From an optimization exercise on the open Yosys and OpenROAD flow, aimed at small area and a short achievable clock period; shortcuts taken in it are not production practice.
No run shown here included a check of the RTL's function; only the layout flow was run.
In every run shown here, the design's own scripts or RTL, not TritonCTS, make the clock network.
The clock input has no modelled driver; a real chip could not lean on it and would need a root buffer or a full tree.
Power and IR drop assume default switching activity.

==> flow/design.v (outline; a module is shown in full before it is edited, if it fits) <==
// module full_adder: 5 lines
// module half_adder: 7 lines
// module half_adder_n: 7 lines
// module xnor2: 3 lines
// module or2: 3 lines
// module mux2_1: 4 lines
// module acc_ctl: 5 lines
// module mul_16x16: 900 lines
// module accumulator: 172 lines
// module mac_unit: 7 lines
module mac_unit(input clk,en,clr,
                input [15:0]a,b,
                output [39:0]c);
  // ...
==> flow/flow/run.sh <==
#!/bin/bash
# The standard layout (standard.sh), with these changes:
#  - every port gets a buf_1 buffer (ORFS's buffer_ports with -buffer_cell);
#  - after CTS (flow/clocktree.tcl) the clock tree is rebuilt as two balanced
#    levels of clkbuf_16 buffers (4 on the clock port, 8 driving the flip-flops);
#  - setup repair aims for 9.50 ns of slack at the design's clock period, and
#    does not remove buffers (so every port keeps its buffer).
# ORFS writes each step's full log under orfs/logs/; make's own output goes to standard.log.
export BUFFER_PORTS_ARGS="-buffer_cell sky130_fd_sc_hd__buf_1"
export PRE_RESIZE_TCL=$PWD/flow/sizes.tcl
export POST_CTS_TCL=$PWD/flow/clocktree.tcl
export SETUP_SLACK_MARGIN=9.50
export SKIP_BUFFER_REMOVAL=1
bash standard.sh > standard.log 2>&1
==> flow/flow/clocktree.tcl <==
# Two-level clock tree in place of the one CTS builds: the clock port drives four
# clkbuf_16 buffers, one per quadrant of the flip-flops, and each of these drives
# two clkbuf_16 buffers, one per half of its quadrant, which drive the flip-flops'
# clock pins. The groups are cut at median coordinates, so every flip-flop's clock
# goes through two equal buffers.
set block [ord::get_db_block]
set db [ord::get_db]
set bufm [$db findMaster sky130_fd_sc_hd__clkbuf_16]
set clk_net [$block findNet clk]

set ffs {}
foreach inst [$block getInsts] {
  if {[string match "sky130_fd_sc_hd__df*" [[$inst getMaster] getName]]} {
    lappend ffs $inst
  }
}
# remove the CTS buffers, its dummy loads, and its nets
set old_nets {}
foreach inst [$block getInsts] {
  if {[string match "clkload*" [$inst getName]]} {
    odb::dbInst_destroy $inst
  } elseif {[string match "clkbuf_*_clk" [$inst getName]]} {
    set onet [[$inst findITerm X] getNet]
    if {$onet != "NULL"} { lappend old_nets $onet }
    odb::dbInst_destroy $inst
  }
}
foreach ff $ffs {
  set it [$ff findITerm CLK]
  set n [$it getNet]
  if {$n != "NULL" && [$n getName] != "clk"} { $it disconnect }
}
foreach n $old_nets {
  if {[llength [$n getITerms]] == 0} { odb::dbNet_destroy $n }
}
if {[llength [$clk_net getITerms]] != 0} { error "clock port still drives cells" }

proc ffx {ff} { return [lindex [$ff getLocation] 0] }
proc ffy {ff} { return [lindex [$ff getLocation] 1] }
proc split2 {l axis} {
  set s [lsort -command [list apply {{axis a b} {expr {[ff$axis $a] - [ff$axis $b]}}} $axis] $l]
  set h [expr {[llength $s] / 2}]
  return [list [lrange $s 0 [expr {$h - 1}]] [lrange $s $h end]]
}
proc centroid {l} {
  set sx 0; set sy 0
  foreach ff $l { set sx [expr {$sx + [ffx $ff]}]; set sy [expr {$sy + [ffy $ff]}] }
  return [list [expr {$sx / [llength $l]}] [expr {$sy / [llength $l]}]]
}
proc add_buf {block bufm name loc in_net out_name} {
  set buf [odb::dbInst_create $block $bufm $name]
  $buf setLocation {*}$loc
  $buf setPlacementStatus PLACED
  [$buf findITerm A] connect $in_net
  set net [odb::dbNet_create $block $out_name]
  $net setSigType CLOCK
  [$buf findITerm X] connect $net
  return $net
}
set quads {}
foreach half [split2 $ffs x] { lappend quads {*}[split2 $half y] }
set k 0
foreach q $quads {
  set rnet [add_buf $block $bufm "clkroot_$k" [centroid $q] $clk_net "clknet_root_$k"]
  set j 0
  foreach part [split2 $q x] {
    set lnet [add_buf $block $bufm "clkleaf_${k}_$j" [centroid $part] $rnet "clknet_leaf_${k}_$j"]
    foreach ff $part { [$ff findITerm CLK] connect $lnet }
    puts "clock buffer clkleaf_${k}_$j drives [llength $part] flip-flops"
    incr j
  }
  incr k
}

detailed_placement
check_placement -verbose
estimate_parasitics -placement
report_clock_skew
==> flow/flow/sizes.tcl <==
# Sizes of the output buffers (made by buffer_ports, named output*) and of the
# accumulator flip-flops that drive them.
foreach inst [get_cells {output*}] {
  replace_cell $inst sky130_fd_sc_hd__buf_2
}
foreach inst [get_cells {a1.acc*}] {
  replace_cell $inst sky130_fd_sc_hd__dfxtp_2
}
# the input buffers of en and clr, which drive the accumulator's control gates
foreach port {en clr} {
  foreach inst [get_cells -of_objects [get_nets $port]] {
    replace_cell $inst sky130_fd_sc_hd__buf_2
  }
}
foreach inst [get_cells {m1.ra* m1.rb*}] {
  replace_cell $inst sky130_fd_sc_hd__dfxtp_4
}
==> flow/standard.sh <==
#!/bin/bash
# synth_recipe.tcl (not shown) runs the flow's synth.tcl, then flattens the netlist and writes it again
# the make line also repeats each setting of config.mk as NAME=value (left out here)
make -C /OpenROAD-flow-scripts/flow DESIGN_CONFIG=/design/flow/config.mk WORK_HOME=/design/flow/orfs CLKGATE_MAP_FILE= SYNTH_SCRIPT=/design/flow/synth_recipe.tcl "${@:-finish}"
==> flow/config.mk <==
export PLATFORM = sky130hd
export DESIGN_NAME = mac_unit
export DESIGN_NICKNAME = mac_unit
export VERILOG_FILES = /design/flow/design.v
export SDC_FILE = /design/flow/constraint.sdc
export NUM_CORES = 4
export LEC_CHECK = 0
export CAP_MARGIN = 20
export CORE_MARGIN = 2
export CORE_UTILIZATION = 40
export SLEW_MARGIN = 20
export SYNTH_HIERARCHICAL = 1
export SYNTH_MINIMUM_KEEP_SIZE = 0
==> flow/constraint.sdc <==
create_clock -name core_clock -period 13.5 [get_ports {clk}]
set_input_delay 2.7000 -clock core_clock [delete_from_list [all_inputs] [get_ports {clk}]]
set_output_delay 2.7000 -clock core_clock [all_outputs]
set_load 0.01 [all_outputs]
==> reports/qor.csv, run 1 <==
stage,metric,value,unit
status,status,"complete, no violations",
layout,FF+latch area,4014,um^2
pwr,total power,2.482,mW
placement,Final Wtd Congestion,0.8721,
layout,most frequent cells in the layout,"nand2_1, fa_1, dfxtp_1",
die,Cell Rows,64,
setup_path,reg2reg end,m1.s2[29],
job,MaxCap Viol Count,0,
synthesis,post-synthesis adder-cell area fraction,0.4304,
drt,drt pass-1 iters,5,
synthesis,fraction of registers with async set/reset,0,
setup_path,R2R depth,7,
pwr,combinational power share,0.493,
sta,Slew headroom,0.5731,
die,total I/O pin count,75,
pwr,Switch Pwr,0.9560,mW
setup_path,max incr delay on CP,0.56,ns
setup_path,startpoint types,register,
pwr,clk pwr,0.324,mW
synthesis,multiplexer share of the synthesized area,0,
pwr,clock power share,0.131,
synthesis,most frequent cell after synthesis,nand2_1,
sta,"Setup violations, final",0,
pwr,Worst VDD drop,0.00006927,V
drt,# DRC,0,
==> run 2, diff against run 1 <==
==> flow/flow/run.sh (replaced) <==
#!/bin/bash
# The standard layout (standard.sh), with these changes:
#  - every port gets a buf_1 buffer (ORFS's buffer_ports with -buffer_cell);
#  - after CTS (flow/clocktree.tcl) the clock tree is rebuilt as two balanced
#    levels of clkbuf_16 buffers (4 on the clock port, 8 driving the flip-flops);
#  - setup repair aims for 9.85 ns of slack at the design's clock period, and
#    does not remove buffers (so every port keeps its buffer).
# ORFS writes each step's full log under orfs/logs/; make's own output goes to standard.log.
export BUFFER_PORTS_ARGS="-buffer_cell sky130_fd_sc_hd__buf_1"
export PRE_RESIZE_TCL=$PWD/flow/sizes.tcl
export POST_CTS_TCL=$PWD/flow/clocktree.tcl
export SETUP_SLACK_MARGIN=9.85
export SKIP_BUFFER_REMOVAL=1
bash standard.sh > standard.log 2>&1
--- a/flow/flow/sizes.tcl
+++ b/flow/flow/sizes.tcl
@@ -1,10 +1,10 @@
 # Sizes of the output buffers (made by buffer_ports, named output*) and of the
 # accumulator flip-flops that drive them.
 foreach inst [get_cells {output*}] {
-  replace_cell $inst sky130_fd_sc_hd__buf_2
+  replace_cell $inst sky130_fd_sc_hd__buf_4
 }
 foreach inst [get_cells {a1.acc*}] {
-  replace_cell $inst sky130_fd_sc_hd__dfxtp_2
+  replace_cell $inst sky130_fd_sc_hd__dfxtp_4
 }
 # the input buffers of en and clr, which drive the accumulator's control gates
 foreach port {en clr} {
==> run 2 against run 1 <==
Against the previous run:
- first-iteration DRC count rose by 13%
- clock skew is 0.0080 ns lower
- largest cell class unchanged
- clock power is essentially flat
- cell count grew 2.4%
- synthesized cell count did not move
- setup slack better by 0.010 ns
- critical path type unchanged
- global-route usage is 0.29 points higher
- power rose by 3.7%
- largest power group unchanged
- die area stayed put
- highest routed layer unchanged
- sequential share of layout area fell by 0.41 points
- hold slack improved by 0.0051 ns
==> reports/qor.csv, run 2 <==
stage,metric,value,unit,change
status,status,"complete, no violations",,
global_route,vias in the first global route,8323,,
drt,# DRC,0,,unchanged
layout,multi-input logic area,7940,um^2,
setup_path,Critical Path Fanout Max,16,,
layout,share of post-route cells with drive strength above 1,0.1546,,
setup_path,startpoint types,register,,
pwr,Worst VDD drop,0.00006764,V,-2.4%
synthesis,Synth Warn #,8,,
drt,vias,7716,,
die,Die H,179.4,um,
sta,period utilisation layout,0.2624,,
drt,DRT Wirelength,26230,um,
synthesis,post-synth cell types,47,,
min_path,worst min path class,register to register,,
layout,max FFs per register,56,,
synthesis,Cells after Synth,1107,,
global_route,Congestion Overflow GR,0,,
drt,drt pass-1 iters,5,,unchanged
clock_tree,CTS clock-pin slew for the worst setup and hold paths,0.10,ns,
sta,clock skew,0.01993,ns,
setup_path,critical path data required time,13.68,ns,
sta,setup TNS,0,ns,
die,Core ar.,30430,um^2,
synthesis,Synth area leader,fa_1,,
sta,Final Hold Fails,0,,
synthesis,most common flop cell mapped by yosys,dfxtp_1,,
die,Cell Rows,64,,unchanged
sta,min Tclk post-route,3.542,ns,
layout,fillcell total,2781,,
synthesis,most frequent cell after synthesis,nand2_1,,
sta,Slew headroom,0.5570,,-0.01608
synthesis,"top cells by count, synth","nand2_1, fa_1, dfxtp_1",,
sta,RSZ-0062 raised after global routing,no,,
synthesis,"EDFF count, synth",0,,
synthesis,Syn Area/Cell,11.12,um^2,
placement,Final Wtd Congestion,0.8538,,-2.1%
synthesis,"flops & latches, synth",192,,
setup_path,Critical Path AT,3.73,ns,
job,MaxCap Viol Count,0,,unchanged
synthesis,post-synth net total,1428,,
drt,ANT nets after route,0,,
drt,average wire per standard cell,16.88,um,
sta,"Setup violations, final",0,,unchanged
global_route,largest net degree at the start of global routing,25,,
global_route,first-pass GRT wire length,44190,um,
die,Die X,179.4,um,
setup_path,Crit. End Element,register,,
pwr,total power,2.574,mW,+3.7%
layout,Biggest register,m1.s2,,
die,starting density of the core,0.4045,,
layout,Diodes inserted,0,,
die,total I/O pin count,75,,unchanged
sta,Min Hold Slack,0.3293,ns,
sta,maximum clock rate,0.2823,GHz,
drt,Starting DRT DRC Count,440,,
die,Die ar.,32190,um^2,
synthesis,fraction of registers with async set/reset,0,,unchanged
clock_tree,clk sinks,192,,
synthesis,Synth top area share,0.3724,,
pwr,leak pwr,5.475,nW,
layout,FF+latch area,4114,um^2,+2.5%
placement,PortBufs,74,,
global_route,initial antenna violation count,0,,
layout,Area Overhead vs Synth,12.31,%,
clock_tree,"Clk Latency, worst-skew pair",0.30,ns,
layout,largest registers,"m1.s2: 56 flops, a1.acc: 40 flops",,
synthesis,synthesized area,12310,um^2,
layout,"commonest non-fill, non-tap cell in the layout",nand2_1,,
pwr,PwrDens,186.2,nW/um^2,
synthesis,synth top area cells,"fa_1, dfxtp_1, nand2_1",,
sta,"Slew Viols, Final",0,,
global_route,Global Route Usage Sum,0.1702,,
drt,post-DR vias/cell,4.965,,
setup_path,critical path type,register to register,,
synthesis,register area share after synthesis,0.3123,,
sta,worst slew pin tran,0.6621,ns,
layout,most frequent cells in the layout,"nand2_1, fa_1, dfxtp_1",,
layout,# nets final,1481,,
placement,hpwl dp,19260,um,
run 2: final timing paths:
path	start	to	slack, ns	cells past startpoint
setup / recovery	m1.ra[1]	m1.s2[31]	9.96	7
setup reg to reg	m1.ra[1]	m1.s2[31]	9.96	7
hold reg to reg	m1.p3[17]	m1.p4[17]	0.33	0
hold / removal	m1.p3[17]	m1.p4[17]	0.33	0
run 2: final cells by class:
type                       instances  area share
multi-input combinational        783      0.5744
buffer                            12     0.02172
tap                              396     0.03584
inverter                          60     0.01629
sequential                       192      0.2976
timing repair buffer             111     0.05421
run 2: where the power goes:
| group | internal [mW] | switching (mW) | total, mW |
|---|---|---|---|
| clock network | 0.160 | 0.167 | 0.327 |
| registers | 0.807 | 0.125 | 0.932 |
| logic | 0.628 | 0.688 | 1.32 |
| total | 1.59 | 0.979 | 2.57 |
run 2: critical path: stages, from the launching register on:
cell	delay [ns]
dfxtp_4	0.49
nand2_1	0.12
fa_1	0.46
fa_1	0.58
fa_1	0.43
fa_1	0.39
fa_1	0.54
fa_1	0.41
run 2: Yosys stat by module, one instance, submodules excluded, excerpt:
module,cell area [um^2],copies in the design
mux2_1,8.758,40
acc_ctl,17.52,4
or2,6.256,16
mul_16x16,5269,1
xnor2,8.758,16
accumulator,2376,1
full_adder,20.02,200
run 2: cell families (layout without fill, tap and decap cells):
logic type	Yosys count	after routing	share of synthesized area
and+or+nand+nor	342	342	0.1181
adders and majority gates	286	286	0.4304
AOI/OAI and AO/OA	109	109	0.06384
xor gates and xnor gates	46	46	0.03273
buffers and inverters	132	183	0.04269
DFF	192	192	0.3123
run 2: per-layer routing:
layer | track usage | vias up | wire length, um
met3 | 0.03181 | 36 | 1581
li1 | - | 3567 | -
met2 | 0.2831 | 214 | 12420
met5 | 0 | - | 0
met1 | 0.2330 | 3899 | 11820
met4 | 0.03642 | 0 | 410
run 2: per-stage QoR:
step                      utilization  area [um^2]  std cells  setup slack (ns)
after detailed placement       0.4340        13210       1505             9.745
final                          0.4543        13820       1554             9.958
after floorplan                     -        12310       1107             9.868
after global routing           0.4543        13820       1554             9.861
after global placement         0.4201        12780       1505             9.432
==> run 3, diff against run 2 <==
==> flow/flow/run.sh (replaced) <==
#!/bin/bash
# The standard layout (standard.sh), with these changes:
#  - every port gets a buf_1 buffer (ORFS's buffer_ports with -buffer_cell);
#  - after CTS (flow/clocktree.tcl) the clock tree is rebuilt as two balanced
#    levels of clkbuf_16 buffers (4 on the clock port, 8 driving the flip-flops);
#  - setup repair aims for 9.95 ns of slack at the design's clock period, and
#    does not remove buffers (so every port keeps its buffer).
# ORFS writes each step's full log under orfs/logs/; make's own output goes to standard.log.
export BUFFER_PORTS_ARGS="-buffer_cell sky130_fd_sc_hd__buf_1"
export PRE_RESIZE_TCL=$PWD/flow/sizes.tcl
export POST_CTS_TCL=$PWD/flow/clocktree.tcl
export SETUP_SLACK_MARGIN=9.95
export SKIP_BUFFER_REMOVAL=1
bash standard.sh > standard.log 2>&1
==> run 3 against run 2 <==
Against the previous run:
- still clean on timing, DRC and antenna
- combinational power about the same
- first-iteration DRC count decreased by 9.8%
- global-route usage increased by 0.30 points
- wire length increased by 1.6%
- area after synthesis stayed put
- sequential cell count did not move
- maximum frequency increased by 2.1%
- power is 0.98% higher
- critical path depth decreased by 6
- critical path type is now register to output pin
- largest power group unchanged
- highest routed layer unchanged
==> reports/qor.csv, run 3 <==
stage,metric,value,unit,change
drt,DRT Wirelength,26640,um,+1.6%
die,Cell Rows,64,,unchanged
layout,# nets final,1511,,+2.0%
placement,Final Wtd Congestion,0.8352,,-2.2%
layout,Area Overhead vs Synth,15.19,%,
sta,RSZ-0062 raised after global routing,no,,
die,Die ar.,32190,um^2,unchanged
sta,Final Hold Fails,0,,unchanged
sta,period utilisation layout,0.2571,,-0.005304
synthesis,Synth top area share,0.3724,,unchanged
synthesis,Syn Area/Cell,11.12,um^2,unchanged
job,MaxCap Viol Count,0,,unchanged
die,Core ar.,30430,um^2,unchanged
layout,"commonest non-fill, non-tap cell in the layout",nand2_1,,
setup_path,CP cell instances,buf_6,,
global_route,Global Route Usage Sum,0.1732,,+0.002980
sta,slack of the critical path,10.03,ns,+0.07161 ns
global_route,initial antenna violation count,0,,unchanged
layout,FF+latch area,4114,um^2,unchanged
global_route,most crowded layer after global routing,met2,,
drt,drt pass-1 iters,5,,unchanged
synthesis,most frequent cell after synthesis,nand2_1,,
pwr,clock power share,0.124,,-0.003
synthesis,register area share after synthesis,0.3123,,unchanged
placement,Placed Cells,1505,,unchanged
placement,PortBufs,74,,unchanged
synthesis,most common flop cell mapped by yosys,dfxtp_1,,
sta,min Tclk post-route,3.470,ns,-0.07161 ns
pwr,Worst VDD drop,0.00007515,V,+11%
synthesis,main combinational cell family by area after synthesis,adder cells,,
layout,non-filler instance count after layout,1584,,+1.9%
min_path,worst min path class,register to register,,
die,total I/O pin count,75,,unchanged
synthesis,"EDFF count, synth",0,,unchanged
layout,Final Util,0.4660,,+0.01164
global_route,vias in the first global route,8643,,+3.8%
layout,most frequent cells in the layout,"nand2_1, fa_1, dfxtp_1",,
layout,Biggest register,m1.s2,,
layout,largest registers,"m1.s2: 56 flops, a1.acc: 40 flops",,
sta,Min Hold Slack,0.3284,ns,-0.0009130 ns
clock_tree,CTS clock-pin slew for the worst setup and hold paths,0.09,ns,about the same
pwr,combinational power share,0.520,,+0.009
sta,worst slew pin tran,0.6608,ns,-0.001345 ns
synthesis,post-synth net total,1428,,unchanged
clock_tree,"Clk Latency, worst-skew pair",0.30,ns,about the same
synthesis,Synth area leader,fa_1,,
setup_path,critical path type,register to output pin,,
sta,setup TNS,0,ns,unchanged
pwr,leak pwr,5.651,nW,+3.2%
synthesis,Synth Warn #,8,,unchanged
sta,Slew headroom,0.5579,,+0.0009000
drt,ANT nets after route,0,,unchanged
synthesis,Cells after Synth,1107,,unchanged
pwr,internal power,1.619,mW,+1.5%
setup_path,Crit path max-delay family,flip-flops,,
synthesis,multiplexer share of the synthesized area,0,,unchanged
synthesis,"top cells by count, synth","nand2_1, fa_1, dfxtp_1",,
status,status,"complete, no violations",,
clock_tree,clk sinks,192,,unchanged
placement,hpwl dp,19550,um,+1.5%
die,starting density of the core,0.4045,,unchanged
setup_path,Critical Path AT,0.77,ns,-2.96 ns
sta,maximum clock rate,0.2882,GHz,+2.1%
layout,share of post-route cells with drive strength above 1,0.1776,,+0.02303
synthesis,"flops & latches, synth",192,,unchanged
synthesis,compound-cell area share of the yosys netlist,0.06383,,unchanged
synthesis,fraction of registers with async set/reset,0,,unchanged
setup_path,slowest library cell on the worst path,dfxtp_4,,
die,Die H,179.4,um,unchanged
sta,"Slew Viols, Final",0,,unchanged
drt,Starting DRT DRC Count,397,,-9.8%
global_route,first-pass GRT wire length,44980,um,+1.8%
layout,Diodes inserted,0,,unchanged
pwr,Switch Pwr,0.9803,mW,about the same
drt,average wire per standard cell,16.82,um,-0.37%
die,Die X,179.4,um,unchanged
synthesis,post-synth cell types,47,,unchanged
setup_path,max incr delay on CP,0.36,ns,-0.22 ns
sta,clock skew,0.02251,ns,+0.002578 ns
drt,vias,7821,,+1.4%
pwr,power share of the sequential group,0.356,,-0.006
setup_path,startpoint types,register,,
drt,# DRC,0,,unchanged
setup_path,Critical Path Fanout Max,2,,-14
synthesis,Synth Area in Simple Gates,0.1181,,unchanged
sta,"Setup violations, final",0,,unchanged
setup_path,Crit. End Element,output pin,,
synthesis,synth top area cells,"fa_1, dfxtp_1, nand2_1",,
setup_path,critical path data required time,10.80,ns,-2.88 ns
pwr,PwrDens,183.3,nW/um^2,-1.5%
global_route,largest net degree at the start of global routing,25,,unchanged
synthesis,post-synthesis adder-cell area fraction,0.4304,,unchanged
layout,multi-input logic area,7960,um^2,+0.25%
setup_path,Buf/Inv on CP,1,,+1
pwr,switching part of the total,0.3771,,-0.003310
synthesis,xor/xnor share of the synthesized area,0.03273,,unchanged
layout,fillcell total,2845,,+2.3%
placement,pre-CTS WS,9.738,ns,-0.006430 ns
global_route,Congestion Overflow GR,0,,unchanged
drt,post-DR vias/cell,4.938,,-0.56%
synthesis,synthesized area,12310,um^2,unchanged
global_route,met1 usage,0.2375,,+0.004556
layout,max FFs per register,56,,unchanged
global_route,met3 Use GR,0.02776,,-0.004052
global_route,M2 GR Usage,0.2889,,+0.005824
[run 3: power by group through the flow]
stage	Combinational [mW]	Sequential (mW)	Clock (mW)
after detailed placement	1.26	0.961	0
after floorplan	0.952	0.898	0
after global placement	1.20	0.943	0
final	1.35	0.926	0.322
after global routing	1.58	0.952	0.358
[run 3: area by class of cell]
type | instances | area share
Inverter | 60 | 0.01588
Buffer | 12 | 0.02118
Timing Repair Buffer | 141 | 0.07642
Sequential cell | 192 | 0.2902
Tap cell | 396 | 0.03495
Multi-Input combinational cell | 783 | 0.5614
[run 3: cells by family after synthesis]
logic type,count (synthesis)
buf+inv,132
compound gates,109
fa+ha+maj,286
xor+xnor,46
simple gates,342
flops,192
[run 3: per-layer routing]
layer  share of wire  vias to the layer above
met3           0.057                       32
li1                -                     3631
met1            0.45                     3925
met4           0.018                        0
met5               0                        -
met2            0.47                      233
[run 3: path summary, 6_finish.rpt]
| path | slack [ns] | to | depth (start not counted) | startpoint |
|---|---|---|---|---|
| max | 10.03 | c[23] | 1 | a1.acc[23] |
| min | 0.33 | m1.p4[16] | 0 | m1.p3[16] |
| max reg2reg | 10.08 | m1.s2[29] | 7 | m1.rb[15] |
| min reg2reg | 0.33 | m1.p4[16] | 0 | m1.p3[16] |
[run 3: through the flow]
step / power, mW / cell area, um^2
floorplan: 1.850 / 12320
finish: 2.600 / 14180
global placement: 2.141 / 12780
detailed placement: 2.224 / 13210
global route: 2.886 / 14180
[run 3: per-module statistics from Yosys, one instance, submodules excluded, a selection]
module / cells / flops+latches
xnor2: 1 / 0
mul_16x16: 596 / 152
full_adder: 1 / 0
acc_ctl: 2 / 0
or2: 1 / 0
mux2_1: 1 / 0
accumulator: 231 / 40
==> run 4, diff against run 3 <==
==> flow/flow/run.sh (replaced) <==
#!/bin/bash
# The standard layout (standard.sh), with these changes:
#  - every port gets a buf_1 buffer (ORFS's buffer_ports with -buffer_cell);
#  - after CTS (flow/clocktree.tcl) the clock tree is rebuilt as two balanced
#    levels of clkbuf_16 buffers (4 on the clock port, 8 driving the flip-flops);
#  - setup repair aims for 9.85 ns of slack at the design's clock period, and
#    does not remove buffers (so every port keeps its buffer); it may resize a
#    cell to one of another footprint (MATCH_CELL_FOOTPRINT=0).
# ORFS writes each step's full log under orfs/logs/; make's own output goes to standard.log.
export BUFFER_PORTS_ARGS="-buffer_cell sky130_fd_sc_hd__buf_1"
export PRE_RESIZE_TCL=$PWD/flow/sizes.tcl
export POST_CTS_TCL=$PWD/flow/clocktree.tcl
export SETUP_SLACK_MARGIN=9.85
export SKIP_BUFFER_REMOVAL=1
export MATCH_CELL_FOOTPRINT=0
bash standard.sh > standard.log 2>&1
==> run 4 against run 3 <==
Against the previous run:
- still clean on timing, DRC and antenna
- combinational power barely moved
- sequential power rose by 0.6%
- clock skew fell by 0.0026 ns
- clock power rose by 2%
- cell count fell by 1.9%
- area after synthesis did not move
- register-to-register slack got worse by 0.12 ns
- sequential share of layout area rose by 0.74 points
- sequential cell count did not move
- via count fell by 1.3%
- setup slack got worse by 0.072 ns
- global-route usage fell by 0.30 points
- critical endpoint is now m1.s2[31]
- largest power group unchanged
==> reports/qor.csv, run 4 <==
stage,metric,value,unit,change
setup_path,critical path data required time,13.68,ns,+2.88 ns
global_route,first-pass GRT wire length,44190,um,-1.8%
drt,Starting DRT DRC Count,440,,+11%
setup_path,reg2reg end,m1.s2[31],,
job,MaxCap Viol Count,0,,unchanged
global_route,Congestion Overflow GR,0,,unchanged
layout,multi-input logic area,7940,um^2,-0.25%
synthesis,register area share after synthesis,0.3123,,unchanged
clock_tree,CTS clock-pin slew for the worst setup and hold paths,0.10,ns,about the same
pwr,leak pwr,5.475,nW,-3.1%
min_path,WHS Path Cells,0,,unchanged
pwr,Worst VDD drop,0.00006764,V,-10%
setup_path,R2R depth,7,,unchanged
layout,# nets final,1481,,-2.0%
sta,maximum clock rate,0.2823,GHz,-2.0%
synthesis,Syn Area/Cell,11.12,um^2,unchanged
placement,PortBufs,74,,unchanged
layout,max FFs per register,56,,unchanged
die,total I/O pin count,75,,unchanged
layout,Diodes inserted,0,,unchanged
synthesis,post-synth net total,1428,,unchanged
die,Die X,179.4,um,unchanged
layout,Biggest register,m1.s2,,
die,Die ar.,32190,um^2,unchanged
global_route,initial antenna violation count,0,,unchanged
synthesis,xor/xnor share of the synthesized area,0.03273,,unchanged
layout,FF+latch area,4114,um^2,unchanged
sta,"Setup violations, final",0,,unchanged
synthesis,"flops & latches, synth",192,,unchanged
layout,"commonest non-fill, non-tap cell in the layout",nand2_1,,
drt,vias,7716,,-1.3%
placement,Area after DPL,13210,um^2,unchanged
sta,clock skew,0.01993,ns,-0.002578 ns
die,starting density of the core,0.4045,,unchanged
sta,"Slew Viols, Final",0,,unchanged
setup_path,Critical Path Fanout Max,16,,+14
drt,ANT nets after route,0,,unchanged
global_route,largest net degree at the start of global routing,25,,unchanged
synthesis,"EDFF count, synth",0,,unchanged
drt,# DRC,0,,unchanged
synthesis,post-synthesis adder-cell area fraction,0.4304,,unchanged
sta,setup TNS,0,ns,unchanged
synthesis,most common flop cell mapped by yosys,dfxtp_1,,
global_route,Global Route Usage Sum,0.1702,,-0.002980
synthesis,"top cells by count, synth","nand2_1, fa_1, dfxtp_1",,
synthesis,Synth Warn #,8,,unchanged
layout,most frequent cells in the layout,"nand2_1, fa_1, dfxtp_1",,
layout,largest registers,"m1.s2: 56 flops, a1.acc: 40 flops",,
placement,hpwl dp,19260,um,-1.5%
setup_path,startpoint types,register,,
synthesis,Cells after Synth,1107,,unchanged
setup_path,critical path type,register to register,,
synthesis,compound-cell area share of the yosys netlist,0.06383,,unchanged
sta,worst slew pin tran,0.6621,ns,+0.001345 ns
sta,RSZ-0062 raised after global routing,no,,
synthesis,fraction of registers with async set/reset,0,,unchanged
layout,non-filler instance count after layout,1554,,-1.9%
synthesis,synthesized area,12310,um^2,unchanged
synthesis,Synth area leader,fa_1,,
synthesis,main combinational cell family by area after synthesis,adder cells,,
placement,Final Wtd Congestion,0.8538,,+2.2%
setup_path,Reg2Reg Setup Slack,9.96,ns,-0.12 ns
drt,average wire per standard cell,16.88,um,+0.37%
layout,Area Overhead vs Synth,12.31,%,
drt,drt pass-1 iters,5,,unchanged
min_path,worst min path class,register to register,,
pwr,PwrDens,186.2,nW/um^2,+1.6%
drt,DRT Wirelength,26230,um,-1.5%
sta,period utilisation layout,0.2624,,+0.005304
layout,fillcell total,2781,,-2.2%
drt,post-DR vias/cell,4.965,,+0.56%
min_path,worst hold start,m1.p3[17],,
setup_path,Crit. End Element,register,,
die,Cell Rows,64,,unchanged
die,Core ar.,30430,um^2,unchanged
synthesis,multiplexer share of the synthesized area,0,,unchanged
min_path,WHS Endpoint,m1.p4[17],,
synthesis,most frequent cell after synthesis,nand2_1,,
synthesis,synth top area cells,"fa_1, dfxtp_1, nand2_1",,
global_route,vias in the first global route,8323,,-3.7%
status,status,"complete, no violations",,
clock_tree,"Clk Latency, worst-skew pair",0.30,ns,about the same
layout,share of post-route cells with drive strength above 1,0.1546,,-0.02303
setup_path,Critical Path AT,3.73,ns,+2.96 ns
sta,Slew headroom,0.5570,,-0.0009000
die,Die H,179.4,um,unchanged
clock_tree,clk sinks,192,,unchanged
placement,Placed Cells,1505,,unchanged
sta,min Tclk post-route,3.542,ns,+0.07161 ns
sta,Final Hold Fails,0,,unchanged
layout,cell area after layout,13820,um^2,-2.5%
synthesis,Synth Area in Simple Gates,0.1181,,unchanged
synthesis,Synth top area share,0.3724,,unchanged
synthesis,post-synth cell types,47,,unchanged
setup_path,r2r startpoint,m1.ra[1],,
sta,Min Hold Slack,0.3293,ns,+0.0009130 ns
## run 4: cell counts after synthesis
Identical to the previous run, type by type.
## run 4: layer usage
layer	up-vias	GRT usage	share of wire
met5	-	0	0
met4	0	0.03642	0.016
met3	36	0.03181	0.060
met2	214	0.2831	0.47
met1	3899	0.2330	0.45
li1	3567	-	-
## run 4: cells by family (layout without fill, tap and decap cells)
logic type,Yosys count,in the layout
buffers and inverters,132,183
AND/OR/NAND/NOR,342,342
XOR/XNOR,46,46
AO/OA/AOI/OAI,109,109
adder cells (fa/ha/maj),286,286
flip-flops,192,192
## run 4: how the worst max path moves through the flow
stage,end,slack (ns),depth (start not counted),from
after floorplan,m1.s2[29],9.87,9,m1.rb[11]
after global placement,a1.acc[33],9.43,3,clr
after detailed placement,a1.acc[6],9.74,3,clr
after global routing,m1.s2[29],9.86,7,m1.ra[3]
final,m1.s2[31],9.96,7,m1.ra[1]
## run 4: final cells by class
cell class / count / share of cell area
Multi-Input combinational cell: 783 / 0.5744
Buffer: 12 / 0.02172
Inverter: 60 / 0.01629
Tap cell: 396 / 0.03584
Sequential cell: 192 / 0.2976
Timing Repair Buffer: 111 / 0.05421
## run 4: power breakdown
group	total (mW)	leakage, nW	switching (mW)	internal [mW]
Sequential	0.932	1.65	0.125	0.807
Combinational	1.32	3.68	0.688	0.628
Clock	0.327	0.148	0.167	0.160
## run 4: Yosys stat by module, one instance, submodules excluded, excerpt
module / area (um^2) / flip-flops and latches / copies in the design / cells inside
mul_16x16: 5269 / 152 / 1 / 596
acc_ctl: 17.52 / 0 / 4 / 2
full_adder: 20.02 / 0 / 200 / 1
mux2_1: 8.758 / 0 / 40 / 1
accumulator: 2376 / 40 / 1 / 231
or2: 6.256 / 0 / 16 / 1
xnor2: 8.758 / 0 / 16 / 1
## run 4: stage by stage
step | power (mW) | setup slack (ns) | util
detailed placement | 2.231 | 9.745 | 0.4340
floorplan | 1.850 | 9.868 | -
global placement | 2.135 | 9.432 | 0.4201
global route | 2.854 | 9.861 | 0.4543
finish | 2.574 | 9.958 | 0.4543
## run 4: critical path: stages (launching register included)
cell     delay (ns)
dfxtp_4        0.49
nand2_1        0.12
fa_1           0.46
fa_1           0.58
fa_1           0.43
fa_1           0.39
fa_1           0.54
fa_1           0.41
==> run 5, diff against run 4 <==
==> flow/flow/run.sh (replaced) <==
#!/bin/bash
# The standard layout (standard.sh), with these changes:
#  - every port gets a buf_1 buffer (ORFS's buffer_ports with -buffer_cell);
#  - after CTS (flow/clocktree.tcl) the clock tree is rebuilt as two balanced
#    levels of inverters (4 inv_8 on the clock port, 8 inv_16 driving the flip-flops);
#  - setup repair aims for 9.70 ns of slack at the design's clock period, and
#    does not remove buffers (so every port keeps its buffer).
# ORFS writes each step's full log under orfs/logs/; make's own output goes to standard.log.
export BUFFER_PORTS_ARGS="-buffer_cell sky130_fd_sc_hd__buf_1"
export PRE_RESIZE_TCL=$PWD/flow/sizes.tcl
export POST_CTS_TCL=$PWD/flow/clocktree.tcl
export SETUP_SLACK_MARGIN=9.70
export SKIP_BUFFER_REMOVAL=1
bash standard.sh > standard.log 2>&1
--- a/flow/flow/clocktree.tcl
+++ b/flow/flow/clocktree.tcl
@@ -1,11 +1,7 @@
-# Two-level clock tree in place of the one CTS builds: the clock port drives four
-# clkbuf_16 buffers, one per quadrant of the flip-flops, and each of these drives
-# two clkbuf_16 buffers, one per half of its quadrant, which drive the flip-flops'
-# clock pins. The groups are cut at median coordinates, so every flip-flop's clock
-# goes through two equal buffers.
 set block [ord::get_db_block]
 set db [ord::get_db]
-set bufm [$db findMaster sky130_fd_sc_hd__clkbuf_16]
+set leafm [$db findMaster sky130_fd_sc_hd__inv_16]
+set rootm [$db findMaster sky130_fd_sc_hd__inv_8]
 set clk_net [$block findNet clk]
 
 set ffs {}
@@ -47,26 +43,26 @@
   foreach ff $l { set sx [expr {$sx + [ffx $ff]}]; set sy [expr {$sy + [ffy $ff]}] }
   return [list [expr {$sx / [llength $l]}] [expr {$sy / [llength $l]}]]
 }
-proc add_buf {block bufm name loc in_net out_name} {
-  set buf [odb::dbInst_create $block $bufm $name]
+proc add_buf {block master name loc in_net out_name} {
+  set buf [odb::dbInst_create $block $master $name]
   $buf setLocation {*}$loc
   $buf setPlacementStatus PLACED
   [$buf findITerm A] connect $in_net
   set net [odb::dbNet_create $block $out_name]
   $net setSigType CLOCK
-  [$buf findITerm X] connect $net
+  [$buf findITerm Y] connect $net
   return $net
 }
 set quads {}
 foreach half [split2 $ffs x] { lappend quads {*}[split2 $half y] }
 set k 0
 foreach q $quads {
-  set rnet [add_buf $block $bufm "clkroot_$k" [centroid $q] $clk_net "clknet_root_$k"]
+  set rnet [add_buf $block $rootm "clkroot_$k" [centroid $q] $clk_net "clknet_root_$k"]
   set j 0
   foreach part [split2 $q x] {
-    set lnet [add_buf $block $bufm "clkleaf_${k}_$j" [centroid $part] $rnet "clknet_leaf_${k}_$j"]
+    set lnet [add_buf $block $leafm "clkleaf_${k}_$j" [centroid $part] $rnet "clknet_leaf_${k}_$j"]
     foreach ff $part { [$ff findITerm CLK] connect $lnet }
-    puts "clock buffer clkleaf_${k}_$j drives [llength $part] flip-flops"
+    puts "clock inverter clkleaf_${k}_$j drives [llength $part] flip-flops"
     incr j
   }
   incr k
--- a/flow/flow/sizes.tcl
+++ b/flow/flow/sizes.tcl
@@ -1,10 +1,10 @@
 # Sizes of the output buffers (made by buffer_ports, named output*) and of the
 # accumulator flip-flops that drive them.
 foreach inst [get_cells {output*}] {
-  replace_cell $inst sky130_fd_sc_hd__buf_4
+  replace_cell $inst sky130_fd_sc_hd__buf_2
 }
 foreach inst [get_cells {a1.acc*}] {
-  replace_cell $inst sky130_fd_sc_hd__dfxtp_4
+  replace_cell $inst sky130_fd_sc_hd__dfxtp_2
 }
 # the input buffers of en and clr, which drive the accumulator's control gates
 foreach port {en clr} {
==> run 5 against run 4 <==
Against the previous run:
- hold slack worse by 0.0067 ns
- first-iteration DRC count fell by 8.2%
- largest cell class unchanged
- clock skew is 0.00073 ns higher
- still clean
- area after synthesis unchanged
- power shrank 5.6%
- highest routed layer unchanged
==> reports/qor.csv, run 5 <==
stage,metric,value,unit,change
synthesis,Syn Area/Cell,11.12,um^2,unchanged
synthesis,post-synthesis adder-cell area fraction,0.4304,,unchanged
synthesis,Cells after Synth,1107,,unchanged
synthesis,"top cells by count, synth","nand2_1, fa_1, dfxtp_1",,
drt,DRT Wirelength,25700,um,-2.0%
synthesis,synth top area cells,"fa_1, dfxtp_1, nand2_1",,
layout,Final Util,0.4341,,-0.02019
synthesis,post-synth net total,1428,,unchanged
pwr,clock power share,0.111,,-0.016
drt,post-DR vias/cell,4.947,,-0.38%
die,starting density of the core,0.4045,,unchanged
drt,drt pass-1 iters,5,,unchanged
synthesis,most common flop cell mapped by yosys,dfxtp_1,,
global_route,met1 usage,0.2263,,-0.006699
pwr,leak pwr,5.212,nW,-4.8%
global_route,vias in the first global route,8286,,-0.44%
sta,"Setup violations, final",0,,unchanged
layout,"commonest non-fill, non-tap cell in the layout",nand2_1,,
layout,most frequent cells in the layout,"nand2_1, fa_1, dfxtp_1",,
min_path,WHS Endpoint,m1.p4[15],,
global_route,Congestion Overflow GR,0,,unchanged
synthesis,Synth top area share,0.3724,,unchanged
setup_path,max incr delay on CP,0.53,ns,-0.05 ns
sta,slack of the critical path,9.923,ns,-0.03477 ns
layout,max FFs per register,56,,unchanged
placement,Final Wtd Congestion,0.8721,,+2.1%
placement,PortBufs,74,,unchanged
sta,maximum clock rate,0.2796,GHz,-0.97%
min_path,WHS Path Cells,0,,unchanged
pwr,power share of the sequential group,0.385,,+0.023
synthesis,"flops & latches, synth",192,,unchanged
pwr,PwrDens,183.9,nW/um^2,-1.3%
drt,ANT nets after route,0,,unchanged
synthesis,"EDFF count, synth",0,,unchanged
setup_path,Critical Path Fanout Max,10,,-6
layout,non-filler instance count after layout,1517,,-2.4%
sta,worst slew pin tran,0.6415,ns,-0.02061 ns
global_route,Global Route Usage Sum,0.1675,,-0.002763
die,Die H,179.4,um,unchanged
pwr,internal power,1.420,mW,-11%
synthesis,compound-cell area share of the yosys netlist,0.06383,,unchanged
setup_path,Crit. End Element,register,,
placement,pre-CTS WS,9.734,ns,-0.01071 ns
global_route,met3 Use GR,0.03120,,-0.0006078
setup_path,Reg2Reg Setup Slack,9.95,ns,about the same
drt,# DRC,0,,unchanged
setup_path,CP cell instances,"buf_2, nor2_1, a22o_1",,
setup_path,slowest library cell on the worst path,nor2_1,,
placement,hpwl dp,19080,um,-0.92%
layout,cell area after layout,13210,um^2,-4.4%
die,Cell Rows,64,,unchanged
synthesis,post-synth cell types,47,,unchanged
setup_path,r2r startpoint,m1.rb[15],,
placement,Area after DPL,13010,um^2,-1.5%
layout,Biggest register,m1.s2,,
global_route,largest net degree at the start of global routing,25,,unchanged
layout,Diodes inserted,0,,unchanged
setup_path,Critical Path AT,3.65,ns,-0.08 ns
synthesis,multiplexer share of the synthesized area,0,,unchanged
sta,clock skew,0.02066,ns,+0.0007303 ns
layout,# nets final,1444,,-2.5%
setup_path,critical path data required time,13.58,ns,-0.10 ns
synthesis,main combinational cell family by area after synthesis,adder cells,,
drt,vias,7504,,-2.7%
setup_path,reg2reg end,m1.s2[29],,
sta,RSZ-0062 raised after global routing,no,,
sta,setup TNS,0,ns,unchanged
layout,largest registers,"m1.s2: 56 flops, a1.acc: 40 flops",,
status,status,"complete, no violations",,
placement,Placed Cells,1505,,unchanged
synthesis,most frequent cell after synthesis,nand2_1,,
setup_path,R2R depth,7,,unchanged
min_path,worst min path class,register to register,,
layout,share of post-route cells with drive strength above 1,0.1267,,-0.02790
sta,"Slew Viols, Final",0,,unchanged
min_path,worst hold start,m1.p3[15],,
pwr,Switch Pwr,1.009,mW,+3.0%
sta,Slew headroom,0.5708,,+0.01379
setup_path,critical path type,input port to register,,
setup_path,startpoint types,input port,,
die,Die ar.,32190,um^2,unchanged
pwr,Worst VDD drop,0.00006248,V,-7.6%
job,MaxCap Viol Count,0,,unchanged
die,total I/O pin count,75,,unchanged
die,Core ar.,30430,um^2,unchanged
drt,average wire per standard cell,16.94,um,+0.37%
clock_tree,"Clk Latency, worst-skew pair",0.15,ns,-0.15 ns
synthesis,fraction of registers with async set/reset,0,,unchanged
clock_tree,clk sinks,192,,unchanged
layout,Area Overhead vs Synth,7.319,%,
synthesis,Synth area leader,fa_1,,
synthesis,Synth Warn #,8,,unchanged
global_route,first-pass GRT wire length,43350,um,-1.9%
sta,Min Hold Slack,0.3226,ns,-0.006743 ns
pwr,switching part of the total,0.4152,,+0.03479
global_route,initial antenna violation count,0,,unchanged
synthesis,synthesized area,12310,um^2,unchanged
sta,Final Hold Fails,0,,unchanged
synthesis,Synth Area in Simple Gates,0.1181,,unchanged
global_route,most crowded layer after global routing,met2,,
clock_tree,CTS clock-pin slew for the worst setup and hold paths,0.08,ns,-0.02 ns
pwr,total power,2.429,mW,-5.6%
sta,min Tclk post-route,3.577,ns,+0.03477 ns
drt,Starting DRT DRC Count,404,,-8.2%
layout,fillcell total,2884,,+3.7%
sta,period utilisation layout,0.2649,,+0.002576
global_route,M2 GR Usage,0.2805,,-0.002605
pwr,combinational power share,0.504,,-0.007
synthesis,xor/xnor share of the synthesized area,0.03273,,unchanged
die,Die X,179.4,um,unchanged
synthesis,register area share after synthesis,0.3123,,unchanged
run 5: logic make-up (layout without fill, tap and decap cells):
kind of cell / after synthesis / after routing
compound gates: 109 / 109
xor+xnor: 46 / 46
fa+ha+maj: 286 / 286
buf+inv: 132 / 146
flops: 192 / 192
simple gates: 342 / 342
run 5: modules after synthesis (local to each module, per instance), excerpt:
module       copies in the design  flip-flops and latches  cell area [um^2]  cells
mul_16x16                       1                     152              5269    596
accumulator                     1                      40              2376    231
full_adder                    200                       0             20.02      1
acc_ctl                         4                       0             17.52      2
mux2_1                         40                       0             8.758      1
xnor2                          16                       0             8.758      1
or2                            16                       0             6.256      1
run 5: area by class of cell:
cell class,instances,area (um^2),share of cell area
multi-input combinational,783,7940,0.6011
tap,396,495.5,0.03751
timing repair buffer,74,330.3,0.02500
inverter,72,430.4,0.03258
sequential,192,4014,0.3038
run 5: power by group through the flow:
| stage | registers [mW] | logic (mW) | clock network (mW) |
|---|---|---|---|
| 5_1_grt | 0.963 | 1.44 | 0.309 |
| 3_3_place_gp | 0.942 | 1.20 | 0 |
| 2_1_floorplan | 0.898 | 0.951 | 0 |
| 3_5_place_dp | 0.949 | 1.24 | 0 |
| 6_report | 0.936 | 1.22 | 0.270 |
run 5: worst max-delay path by stage:
stage,start,end,slack [ns],cells after the start
after floorplan,m1.ra[3],m1.s2[29],9.83,9
after global placement,clr,a1.acc[33],9.44,3
after detailed placement,clr,a1.acc[31],9.73,3
after global routing,clr,a1.acc[10],9.84,3
final,clr,a1.acc[5],9.92,3
run 5: worst max-delay path, delay by kind of cell:
family | cells | cell delay, ns
AND/OR/NAND/NOR | 1 | 0.53
buffers and inverters | 1 | 0.20
AO/OA/AOI/OAI | 1 | 0.22
run 5: metal layers:
metal  vias to the layer above  wire length, um
li1                       3498                -
met1                      3773            11740
met2                       216            12110
met3                        17             1558
met4                         0              293
met5                         -                0
==> module accumulator, before the edit <==
module accumulator(input clk,en,clr,
                   input [31:0]a,
                   output [39:0]c);
reg [39:0]acc;
wire [39:0]b={8'b0,a};
wire [39:0]g0=acc&b;
wire [39:0]p0=acc^b;
wire gg1 = g0[1] | (p0[1] & g0[0]);
wire pp1 = p0[1] & p0[0];
wire gg2 = g0[3] | (p0[3] & g0[2]);
wire pp2 = p0[3] & p0[2];
wire gg3 = g0[5] | (p0[5] & g0[4]);
wire pp3 = p0[5] & p0[4];
wire gg4 = g0[7] | (p0[7] & g0[6]);
wire pp4 = p0[7] & p0[6];
wire gg5 = g0[9] | (p0[9] & g0[8]);
wire pp5 = p0[9] & p0[8];
wire gg6 = g0[11] | (p0[11] & g0[10]);
wire pp6 = p0[11] & p0[10];
wire gg7 = g0[13] | (p0[13] & g0[12]);
wire pp7 = p0[13] & p0[12];
wire gg8 = g0[15] | (p0[15] & g0[14]);
wire pp8 = p0[15] & p0[14];
wire gg9 = g0[17] | (p0[17] & g0[16]);
wire pp9 = p0[17] & p0[16];
wire gg10 = g0[19] | (p0[19] & g0[18]);
wire pp10 = p0[19] & p0[18];
wire gg11 = g0[21] | (p0[21] & g0[20]);
wire pp11 = p0[21] & p0[20];
wire gg12 = g0[23] | (p0[23] & g0[22]);
wire pp12 = p0[23] & p0[22];
wire gg13 = g0[25] | (p0[25] & g0[24]);
wire pp13 = p0[25] & p0[24];
wire gg14 = g0[27] | (p0[27] & g0[26]);
wire pp14 = p0[27] & p0[26];
wire gg15 = g0[29] | (p0[29] & g0[28]);
wire pp15 = p0[29] & p0[28];
wire gg16 = g0[31] | (p0[31] & g0[30]);
wire pp16 = p0[31] & p0[30];
wire gg17 = g0[33] | (p0[33] & g0[32]);
wire pp17 = p0[33] & p0[32];
wire gg18 = g0[35] | (p0[35] & g0[34]);
wire pp18 = p0[35] & p0[34];
wire gg19 = g0[37] | (p0[37] & g0[36]);
wire pp19 = p0[37] & p0[36];
wire gg20 = g0[39] | (p0[39] & g0[38]);
wire pp20 = p0[39] & p0[38];
wire gg21 = gg2 | (pp2 & gg1);
wire pp21 = pp2 & pp1;
wire gg22 = gg4 | (pp4 & gg3);
wire pp22 = pp4 & pp3;
wire gg23 = gg6 | (pp6 & gg5);
wire pp23 = pp6 & pp5;
wire gg24 = gg8 | (pp8 & gg7);
wire pp24 = pp8 & pp7;
wire gg25 = gg10 | (pp10 & gg9);
wire pp25 = pp10 & pp9;
wire gg26 = gg12 | (pp12 & gg11);
wire pp26 = pp12 & pp11;
wire gg27 = gg14 | (pp14 & gg13);
wire pp27 = pp14 & pp13;
wire gg28 = gg16 | (pp16 & gg15);
wire pp28 = pp16 & pp15;
wire gg29 = gg18 | (pp18 & gg17);
wire pp29 = pp18 & pp17;
wire gg30 = gg20 | (pp20 & gg19);
wire pp30 = pp20 & pp19;
wire gg31 = gg22 | (pp22 & gg21);
wire pp31 = pp22 & pp21;
wire gg32 = gg24 | (pp24 & gg23);
wire pp32 = pp24 & pp23;
wire gg33 = gg26 | (pp26 & gg25);
wire pp33 = pp26 & pp25;
wire gg34 = gg28 | (pp28 & gg27);
wire pp34 = pp28 & pp27;
wire gg35 = gg30 | (pp30 & gg29);
wire pp35 = pp30 & pp29;
wire gg36 = gg32 | (pp32 & gg31);
wire pp36 = pp32 & pp31;
wire gg37 = gg34 | (pp34 & gg33);
wire pp37 = pp34 & pp33;
wire gg38 = gg37 | (pp37 & gg36);
wire pp38 = pp37 & pp36;
wire gg39 = gg33 | (pp33 & gg36);
wire pp39 = pp33 & pp36;
wire gg40 = gg35 | (pp35 & gg38);
wire pp40 = pp35 & pp38;
wire gg41 = gg23 | (pp23 & gg31);
wire pp41 = pp23 & pp31;
wire gg42 = gg25 | (pp25 & gg36);
wire pp42 = pp25 & pp36;
wire gg43 = gg27 | (pp27 & gg39);
wire pp43 = pp27 & pp39;
wire gg44 = gg29 | (pp29 & gg38);
wire pp44 = pp29 & pp38;
wire gg45 = gg3 | (pp3 & gg21);
wire pp45 = pp3 & pp21;
wire gg46 = gg5 | (pp5 & gg31);
wire pp46 = pp5 & pp31;
wire gg47 = gg7 | (pp7 & gg41);
wire pp47 = pp7 & pp41;
wire gg48 = gg9 | (pp9 & gg36);
wire pp48 = pp9 & pp36;
wire gg49 = gg11 | (pp11 & gg42);
wire pp49 = pp11 & pp42;
wire gg50 = gg13 | (pp13 & gg39);
wire pp50 = pp13 & pp39;
wire gg51 = gg15 | (pp15 & gg43);
wire pp51 = pp15 & pp43;
wire gg52 = gg17 | (pp17 & gg38);
wire pp52 = pp17 & pp38;
wire gg53 = gg19 | (pp19 & gg44);
wire pp53 = pp19 & pp44;
wire gg54 = g0[2] | (p0[2] & gg1);
wire pp54 = p0[2] & pp1;
wire gg55 = g0[4] | (p0[4] & gg21);
wire pp55 = p0[4] & pp21;
wire gg56 = g0[6] | (p0[6] & gg45);
wire pp56 = p0[6] & pp45;
wire gg57 = g0[8] | (p0[8] & gg31);
wire pp57 = p0[8] & pp31;
wire gg58 = g0[10] | (p0[10] & gg46);
wire pp58 = p0[10] & pp46;
wire gg59 = g0[12] | (p0[12] & gg41);
wire pp59 = p0[12] & pp41;
wire gg60 = g0[14] | (p0[14] & gg47);
wire pp60 = p0[14] & pp47;
wire gg61 = g0[16] | (p0[16] & gg36);
wire pp61 = p0[16] & pp36;
wire gg62 = g0[18] | (p0[18] & gg48);
wire pp62 = p0[18] & pp48;
wire gg63 = g0[20] | (p0[20] & gg42);
wire pp63 = p0[20] & pp42;
wire gg64 = g0[22] | (p0[22] & gg49);
wire pp64 = p0[22] & pp49;
wire gg65 = g0[24] | (p0[24] & gg39);
wire pp65 = p0[24] & pp39;
wire gg66 = g0[26] | (p0[26] & gg50);
wire pp66 = p0[26] & pp50;
wire gg67 = g0[28] | (p0[28] & gg43);
wire pp67 = p0[28] & pp43;
wire gg68 = g0[30] | (p0[30] & gg51);
wire pp68 = p0[30] & pp51;
wire gg69 = g0[32] | (p0[32] & gg38);
wire pp69 = p0[32] & pp38;
wire gg70 = g0[34] | (p0[34] & gg52);
wire pp70 = p0[34] & pp52;
wire gg71 = g0[36] | (p0[36] & gg44);
wire pp71 = p0[36] & pp44;
wire gg72 = g0[38] | (p0[38] & gg53);
wire pp72 = p0[38] & pp53;
wire [39:0]cy={gg72, gg53, gg71, gg44, gg70, gg52, gg69, gg38, gg68, gg51, gg67, gg43, gg66, gg50, gg65, gg39, gg64, gg49, gg63, gg42, gg62, gg48, gg61, gg36, gg60, gg47, gg59, gg41, gg58, gg46, gg57, gg31, gg56, gg45, gg55, gg21, gg54, gg1, g0[0], 1'b0};
wire [39:0]sum=p0^cy;
wire [39:0]d;
wire [3:0]e1,e0;     
genvar i;
generate
 for (i=0;i<4;i=i+1)
  begin : ctl
   acc_ctl k(en,clr,e1[i],e0[i]);
  end
endgenerate
generate
 for (i=0;i<40;i=i+1)
  begin : sel
   mux2_1 m(acc[i],sum[i],e1[i/10],e0[i/10],d[i]);
  end
endgenerate
always @(posedge clk)
  acc <= d;
assign c = acc;
endmodule
==> run 6, diff against run 5 <==
--- a/flow/design.v
+++ b/flow/design.v
@@ -1086,10 +1086,10 @@
 wire [39:0]cy={gg72, gg53, gg71, gg44, gg70, gg52, gg69, gg38, gg68, gg51, gg67, gg43, gg66, gg50, gg65, gg39, gg64, gg49, gg63, gg42, gg62, gg48, gg61, gg36, gg60, gg47, gg59, gg41, gg58, gg46, gg57, gg31, gg56, gg45, gg55, gg21, gg54, gg1, g0[0], 1'b0};
 wire [39:0]sum=p0^cy;
 wire [39:0]d;
-wire [3:0]e1,e0;     
+wire [7:0]e1,e0;     
 genvar i;
 generate
- for (i=0;i<4;i=i+1)
+ for (i=0;i<8;i=i+1)
   begin : ctl
    acc_ctl k(en,clr,e1[i],e0[i]);
   end
@@ -1097,7 +1097,7 @@
 generate
  for (i=0;i<40;i=i+1)
   begin : sel
-   mux2_1 m(acc[i],sum[i],e1[i/10],e0[i/10],d[i]);
+   mux2_1 m(acc[i],sum[i],e1[i/5],e0[i/5],d[i]);
   end
 endgenerate
 always @(posedge clk)
==> run 6 against run 5 <==
Against the previous run:
- sequential share of layout area down 0.18 points
- cell count up 0.59%
- first-iteration DRC count up 0.50%
- setup slack better by 0.044 ns
- synthesized cell count up 0.72%
- register-to-register slack better by 0.02 ns
- via count up 1.4%
- die area up 0.55%
- sequential cell count unchanged
==> reports/qor.csv, run 6 <==
stage,metric,value,unit,change
status,status,"complete, no violations",,
drt,vias,7606,,+1.4%
synthesis,Synth Area in Simple Gates,0.1231,,+0.004991
layout,# nets final,1453,,+0.62%
synthesis,post-synth net total,1436,,+0.56%
layout,Diodes inserted,0,,unchanged
drt,Starting DRT DRC Count,406,,+0.50%
clock_tree,CTS clock-pin slew for the worst setup and hold paths,0.08,ns,about the same
setup_path,Reg2Reg Setup Slack,9.97,ns,+0.02 ns
clock_tree,clk sinks,192,,unchanged
global_route,Congestion Overflow GR,0,,unchanged
synthesis,Syn Area/Cell,11.10,um^2,-0.15%
sta,"Slew Viols, Final",0,,unchanged
global_route,vias in the first global route,8179,,-1.3%
drt,post-DR vias/cell,4.984,,+0.76%
sta,slack of the critical path,9.967,ns,+0.04398 ns
layout,max FFs per register,56,,unchanged
sta,Final Hold Fails,0,,unchanged
synthesis,main combinational cell family by area after synthesis,adder cells,,
clock_tree,"Clk Latency, worst-skew pair",0.14,ns,about the same
synthesis,Cells after Synth,1115,,+0.72%
sta,"Setup violations, final",0,,unchanged
synthesis,post-synth cell types,47,,unchanged
synthesis,xor/xnor share of the synthesized area,0.03254,,-0.0001853
layout,Biggest register,m1.s2,,
setup_path,startpoint types,register,,
placement,Final Wtd Congestion,0.8479,,-2.8%
global_route,largest net degree at the start of global routing,25,,unchanged
setup_path,critical path type,register to register,,
global_route,Global Route Usage Sum,0.1665,,-0.0009226
setup_path,Crit. End Element,register,,
sta,maximum clock rate,0.2831,GHz,+1.2%
synthesis,"flops & latches, synth",192,,unchanged
sta,worst slew pin tran,0.4009,ns,-0.2406 ns
setup_path,Critical Path AT,3.55,ns,-0.10 ns
die,Die ar.,32370,um^2,+0.55%
synthesis,register area share after synthesis,0.3105,,-0.001767
die,Die X,179.9,um,+0.28%
sta,min Tclk post-route,3.533,ns,-0.04398 ns
global_route,initial antenna violation count,0,,unchanged
drt,drt pass-1 iters,5,,unchanged
min_path,worst min path class,register to register,,
pwr,Worst VDD drop,0.00007118,V,+14%
drt,# DRC,0,,unchanged
drt,average wire per standard cell,16.67,um,-1.6%
sta,Slew headroom,0.7315,,+0.1607
placement,hpwl dp,19580,um,+2.6%
setup_path,Critical Path Fanout Max,16,,+6
layout,most frequent cells in the layout,"nand2_1, fa_1, dfxtp_1",,
synthesis,compound-cell area share of the yosys netlist,0.06347,,-0.0003613
synthesis,"EDFF count, synth",0,,unchanged
synthesis,fraction of registers with async set/reset,0,,unchanged
sta,clock skew,0.01663,ns,-0.004030 ns
sta,period utilisation layout,0.2617,,-0.003258
die,total I/O pin count,75,,unchanged
synthesis,Synth top area share,0.3703,,-0.002108
sta,RSZ-0062 raised after global routing,no,,
synthesis,"top cells by count, synth","nand2_1, fa_1, dfxtp_1",,
drt,DRT Wirelength,25440,um,-1.0%
die,Cell Rows,64,,unchanged
setup_path,critical path data required time,13.51,ns,-0.07 ns
placement,PortBufs,74,,unchanged
die,Die H,179.9,um,+0.28%
synthesis,synth top area cells,"fa_1, dfxtp_1, nand2_1",,
synthesis,Synth Warn #,8,,unchanged
synthesis,synthesized area,12380,um^2,+0.57%
global_route,first-pass GRT wire length,43560,um,+0.49%
placement,pre-CTS WS,9.823,ns,+0.08857 ns
die,starting density of the core,0.4058,,+0.001235
sta,setup TNS,0,ns,unchanged
synthesis,Synth area leader,fa_1,,
job,MaxCap Viol Count,0,,unchanged
synthesis,post-synthesis adder-cell area fraction,0.4279,,-0.002436
layout,"commonest non-fill, non-tap cell in the layout",nand2_1,,
synthesis,most frequent cell after synthesis,nand2_1,,
drt,ANT nets after route,0,,unchanged
synthesis,multiplexer share of the synthesized area,0,,unchanged
die,Core ar.,30510,um^2,+0.26%
layout,share of post-route cells with drive strength above 1,0.1301,,+0.003416
layout,largest registers,"m1.s2: 56 flops, a1.acc: 40 flops",,
pwr,PwrDens,183.1,nW/um^2,-0.41%
pwr,leak pwr,5.253,nW,+0.80%
layout,fillcell total,2876,,-0.28%
layout,Area Overhead vs Synth,7.337,%,about the same
synthesis,most common flop cell mapped by yosys,dfxtp_1,,
==> run 6: changes by cell type in the layout (fill, tap and decap cells not counted), sizes merged <==
cell   previous run  this run
buf              74        75
nor2             14        18
nor2b             5         9
==> run 6: cells by family (layout without fill, tap and decap cells) <==
family,after synthesis,after routing
adder cells (fa/ha/maj),286,286
AO/OA/AOI/OAI,109,109
XOR/XNOR,46,46
flip-flops,192,192
buffers and inverters,132,147
AND/OR/NAND/NOR,350,350
==> run 6: through the flow <==
step / total power, mW / utilization / cells / hold slack [ns] / cell area [um^2]
floorplan: 1.851 / - / 1115 / 0.3096 / 12380
global placement: 2.140 / 0.4215 / 1514 / 0.3100 / 12860
detailed placement: 2.202 / 0.4288 / 1514 / 0.3121 / 13080
global route: 2.714 / 0.4355 / 1526 / 0.3263 / 13290
finish: 2.433 / 0.4355 / 1526 / 0.3196 / 13290
==> run 6: worst paths after layout <==
kind / startpoint / end / depth (start not counted)
setup / recovery: m1.ra[2] / m1.s2[33] / 7
hold / removal: m1.p3[17] / m1.p4[17] / 0
setup reg to reg: m1.ra[2] / m1.s2[33] / 7
hold reg to reg: m1.p3[17] / m1.p4[17] / 0
==> run 6: critical path, stage by stage, from the launching register on <==
cell     delay, ns
dfxtp_4       0.48
nand2_1       0.11
fa_1          0.57
fa_1          0.44
fa_1          0.43
fa_1          0.44
fa_1          0.52
fa_1          0.40
==> run 6: report_power, final <==
part           total, mW  internal (mW)  switching [mW]
sequential         0.934          0.800           0.134
combinational       1.24          0.572           0.664
clock              0.264         0.0527           0.211
total               2.43           1.42            1.01
==> run 6: metal layers <==
metal	routed length, um	track usage
met4	414	0.03610
met1	11560	0.2337
met3	1724	0.03201
met5	0	0
met2	11740	0.2691
==> run 6: area by class of cell <==
class                           count  area (um^2)  share of cell area
Tap cell                          396        495.5             0.03729
Inverter                           72        430.4             0.03239
Sequential cell                   192         4014              0.3021
Multi-Input combinational cell    791         8010              0.6028
Timing Repair Buffer               75        337.8             0.02542
==> run 6: per-module statistics from Yosys, one instance, submodules excluded, excerpt <==
module	area [um^2]	copies in the design	cells	flip-flops and latches
mux2_1	8.758	40	1	0
mul_16x16	5269	1	596	152
accumulator	2376	1	231	40
acc_ctl	17.52	8	2	0
full_adder	20.02	200	1	0
or2	6.256	16	1	0
xnor2	8.758	16	1	0
==> run 7, diff against run 6 <==
--- a/flow/flow/sizes.tcl
+++ b/flow/flow/sizes.tcl
@@ -9,7 +9,7 @@
 # the input buffers of en and clr, which drive the accumulator's control gates
 foreach port {en clr} {
   foreach inst [get_cells -of_objects [get_nets $port]] {
-    replace_cell $inst sky130_fd_sc_hd__buf_2
+    replace_cell $inst sky130_fd_sc_hd__buf_8
   }
 }
 foreach inst [get_cells {m1.ra* m1.rb*}] {
==> run 7 against run 6 <==
Against the previous run:
- critical path depth stayed put
- register-to-register slack barely moved
- global-route usage grew 0.079 points
- critical endpoint unchanged
- setup slack worse by 0.012 ns
- area after synthesis did not move
- largest cell class unchanged
- sequential cell count unchanged
- sequential share of layout area barely moved
- sequential power hardly changed
- still clean on timing, DRC and antenna
==> reports/qor.csv, run 7 <==
stage,metric,value,unit,change
layout,cell area after layout,13310,um^2,+0.15%
sta,Final Hold Fails,0,,unchanged
pwr,Worst VDD drop,0.00007034,V,-1.2%
synthesis,Synth Warn #,8,,unchanged
status,status,"complete, no violations",,
placement,hpwl dp,19540,um,-0.19%
drt,ANT nets after route,0,,unchanged
synthesis,most common flop cell mapped by yosys,dfxtp_1,,
global_route,Global Route Usage Sum,0.1673,,+0.0007905
die,Die H,179.9,um,unchanged
clock_tree,"Clk Latency, worst-skew pair",0.14,ns,about the same
setup_path,critical path type,register to register,,
synthesis,Syn Area/Cell,11.10,um^2,unchanged
die,Core ar.,30510,um^2,unchanged
layout,most frequent cells in the layout,"nand2_1, fa_1, dfxtp_1",,
die,Die ar.,32370,um^2,unchanged
pwr,Switch Pwr,1.010,mW,about the same
sta,"Slew Viols, Final",0,,unchanged
drt,post-DR vias/cell,4.975,,-0.18%
sta,Slew headroom,0.7263,,-0.005203
setup_path,critical path data required time,13.52,ns,about the same
placement,Area after DPL,13100,um^2,+0.15%
synthesis,post-synth net total,1436,,unchanged
synthesis,synthesized area,12380,um^2,unchanged
sta,RSZ-0062 raised after global routing,no,,
sta,clock skew,0.01511,ns,-0.001515 ns
drt,DRT Wirelength,25660,um,+0.84%
placement,PortBufs,74,,unchanged
setup_path,Critical Path AT,3.56,ns,about the same
layout,share of post-route cells with drive strength above 1,0.1301,,unchanged
pwr,total power,2.434,mW,about the same
sta,setup TNS,0,ns,unchanged
sta,worst slew pin tran,0.4087,ns,+0.007769 ns
synthesis,register area share after synthesis,0.3105,,unchanged
setup_path,Crit. End Element,register,,
pwr,internal power,1.424,mW,about the same
global_route,Congestion Overflow GR,0,,unchanged
synthesis,"top cells by count, synth","nand2_1, fa_1, dfxtp_1",,
synthesis,"flops & latches, synth",192,,unchanged
drt,# DRC,0,,unchanged
sta,"Setup violations, final",0,,unchanged
layout,max FFs per register,56,,unchanged
drt,vias,7592,,-0.18%
sta,maximum clock rate,0.2821,GHz,-0.34%
clock_tree,clk sinks,192,,unchanged
placement,Final Wtd Congestion,0.8479,,unchanged
global_route,vias in the first global route,8329,,+1.8%
layout,# nets final,1453,,unchanged
drt,drt pass-1 iters,5,,unchanged
global_route,initial antenna violation count,0,,unchanged
pwr,combinational power share,0.507,,about the same
job,MaxCap Viol Count,0,,unchanged
pwr,PwrDens,182.9,nW/um^2,-0.12%
setup_path,Critical Path Fanout Max,16,,unchanged
layout,largest registers,"m1.s2: 56 flops, a1.acc: 40 flops",,
drt,average wire per standard cell,16.81,um,+0.84%
pwr,power share of the sequential group,0.384,,about the same
synthesis,post-synth cell types,47,,unchanged
die,Die X,179.9,um,unchanged
layout,Area Overhead vs Synth,7.500,%,
min_path,worst min path class,register to register,,
synthesis,Synth area leader,fa_1,,
die,starting density of the core,0.4058,,unchanged
synthesis,Synth top area share,0.3703,,unchanged
layout,"commonest non-fill, non-tap cell in the layout",nand2_1,,
pwr,leak pwr,5.260,nW,+0.13%
sta,period utilisation layout,0.2626,,+0.0008985
global_route,largest net degree at the start of global routing,25,,unchanged
synthesis,fraction of registers with async set/reset,0,,unchanged
clock_tree,CTS clock-pin slew for the worst setup and hold paths,0.08,ns,about the same
pwr,switching part of the total,0.4149,,about the same
drt,Starting DRT DRC Count,388,,-4.4%
sta,min Tclk post-route,3.545,ns,+0.01213 ns
die,Cell Rows,64,,unchanged
die,total I/O pin count,75,,unchanged
pwr,clock power share,0.109,,about the same
synthesis,Cells after Synth,1115,,unchanged
global_route,first-pass GRT wire length,43810,um,+0.57%
setup_path,startpoint types,register,,
synthesis,synth top area cells,"fa_1, dfxtp_1, nand2_1",,
placement,pre-CTS WS,9.853,ns,+0.03019 ns
sta,slack of the critical path,9.955,ns,-0.01213 ns
layout,Diodes inserted,0,,unchanged
layout,Biggest register,m1.s2,,
synthesis,"EDFF count, synth",0,,unchanged
synthesis,most frequent cell after synthesis,nand2_1,,
[run 7: metrics by stage]
stage / utilization / instances / hold slack, ns
after detailed placement: 0.4295 / 1514 / 0.3121
final: 0.4362 / 1526 / 0.3190
after global routing: 0.4362 / 1526 / 0.3299
after global placement: 0.4215 / 1514 / 0.3100
after floorplan: - / 1115 / 0.3096
[run 7: final cells by class]
| cell class | instances | area [um^2] |
|---|---|---|
| fillers | 2861 | 17200 |
| multi-input cells | 791 | 8010 |
| flip-flops and latches | 192 | 4014 |
| well taps | 396 | 495.5 |
| inverters | 72 | 430.4 |
| repair buffers | 75 | 357.8 |
[run 7: final timing paths]
kind | startpoint | end | slack, ns | depth (start not counted)
worst min-delay path | m1.p3[18] | m1.p4[18] | 0.32 | 0
worst max-delay path | m1.ra[2] | m1.s2[33] | 9.96 | 7
worst max register to register | m1.ra[2] | m1.s2[33] | 9.96 | 7
worst min register to register | m1.p3[18] | m1.p4[18] | 0.32 | 0
[run 7: per-layer routing]
metal | routed length (um) | global-route usage | share of wire
met4 | 358 | 0.03577 | 0.014
met2 | 11880 | 0.2703 | 0.46
met3 | 1724 | 0.03302 | 0.067
met5 | 0 | 0 | 0
met1 | 11690 | 0.2345 | 0.46
[run 7: power by group through the flow]
stage	logic [mW]	registers, mW	clock network, mW
finish	1.23	0.934	0.266
global route	1.45	0.959	0.302
detailed placement	1.25	0.948	0
global placement	1.20	0.941	0
floorplan	0.953	0.898	0
[run 7: worst max-delay path, stage by stage (launching register included)]
cell	delay, ns
dfxtp_4	0.49
nand2_1	0.11
fa_1	0.57
fa_1	0.44
fa_1	0.43
fa_1	0.45
fa_1	0.52
fa_1	0.40
[run 7: cells by family after synthesis]
kind of cell / share of synthesized area
AND/OR/NAND/NOR: 0.1231
adder cells (fa/ha/maj): 0.4279
flip-flops: 0.3105
buffers and inverters: 0.04245
AO/OA/AOI/OAI: 0.06347
XOR/XNOR: 0.03254
[run 7: modules after synthesis, one instance, submodules excluded, a selection]
module	cells	cell area, um^2	flip-flops and latches	copies in the design
full_adder	1	20.02	0	200
xnor2	1	8.758	0	16
mux2_1	1	8.758	0	40
accumulator	231	2376	40	1
or2	1	6.256	0	16
acc_ctl	2	17.52	0	8
mul_16x16	596	5269	152	1

Setup slack of run 7, layout unchanged: 9.955 ns with ideal ports, 9.954 ns with driving cells assumed (clock clkbuf_16, inputs buf_2), 9.838 ns with port delays also shifted by the 0.274 ns mid clock arrival.
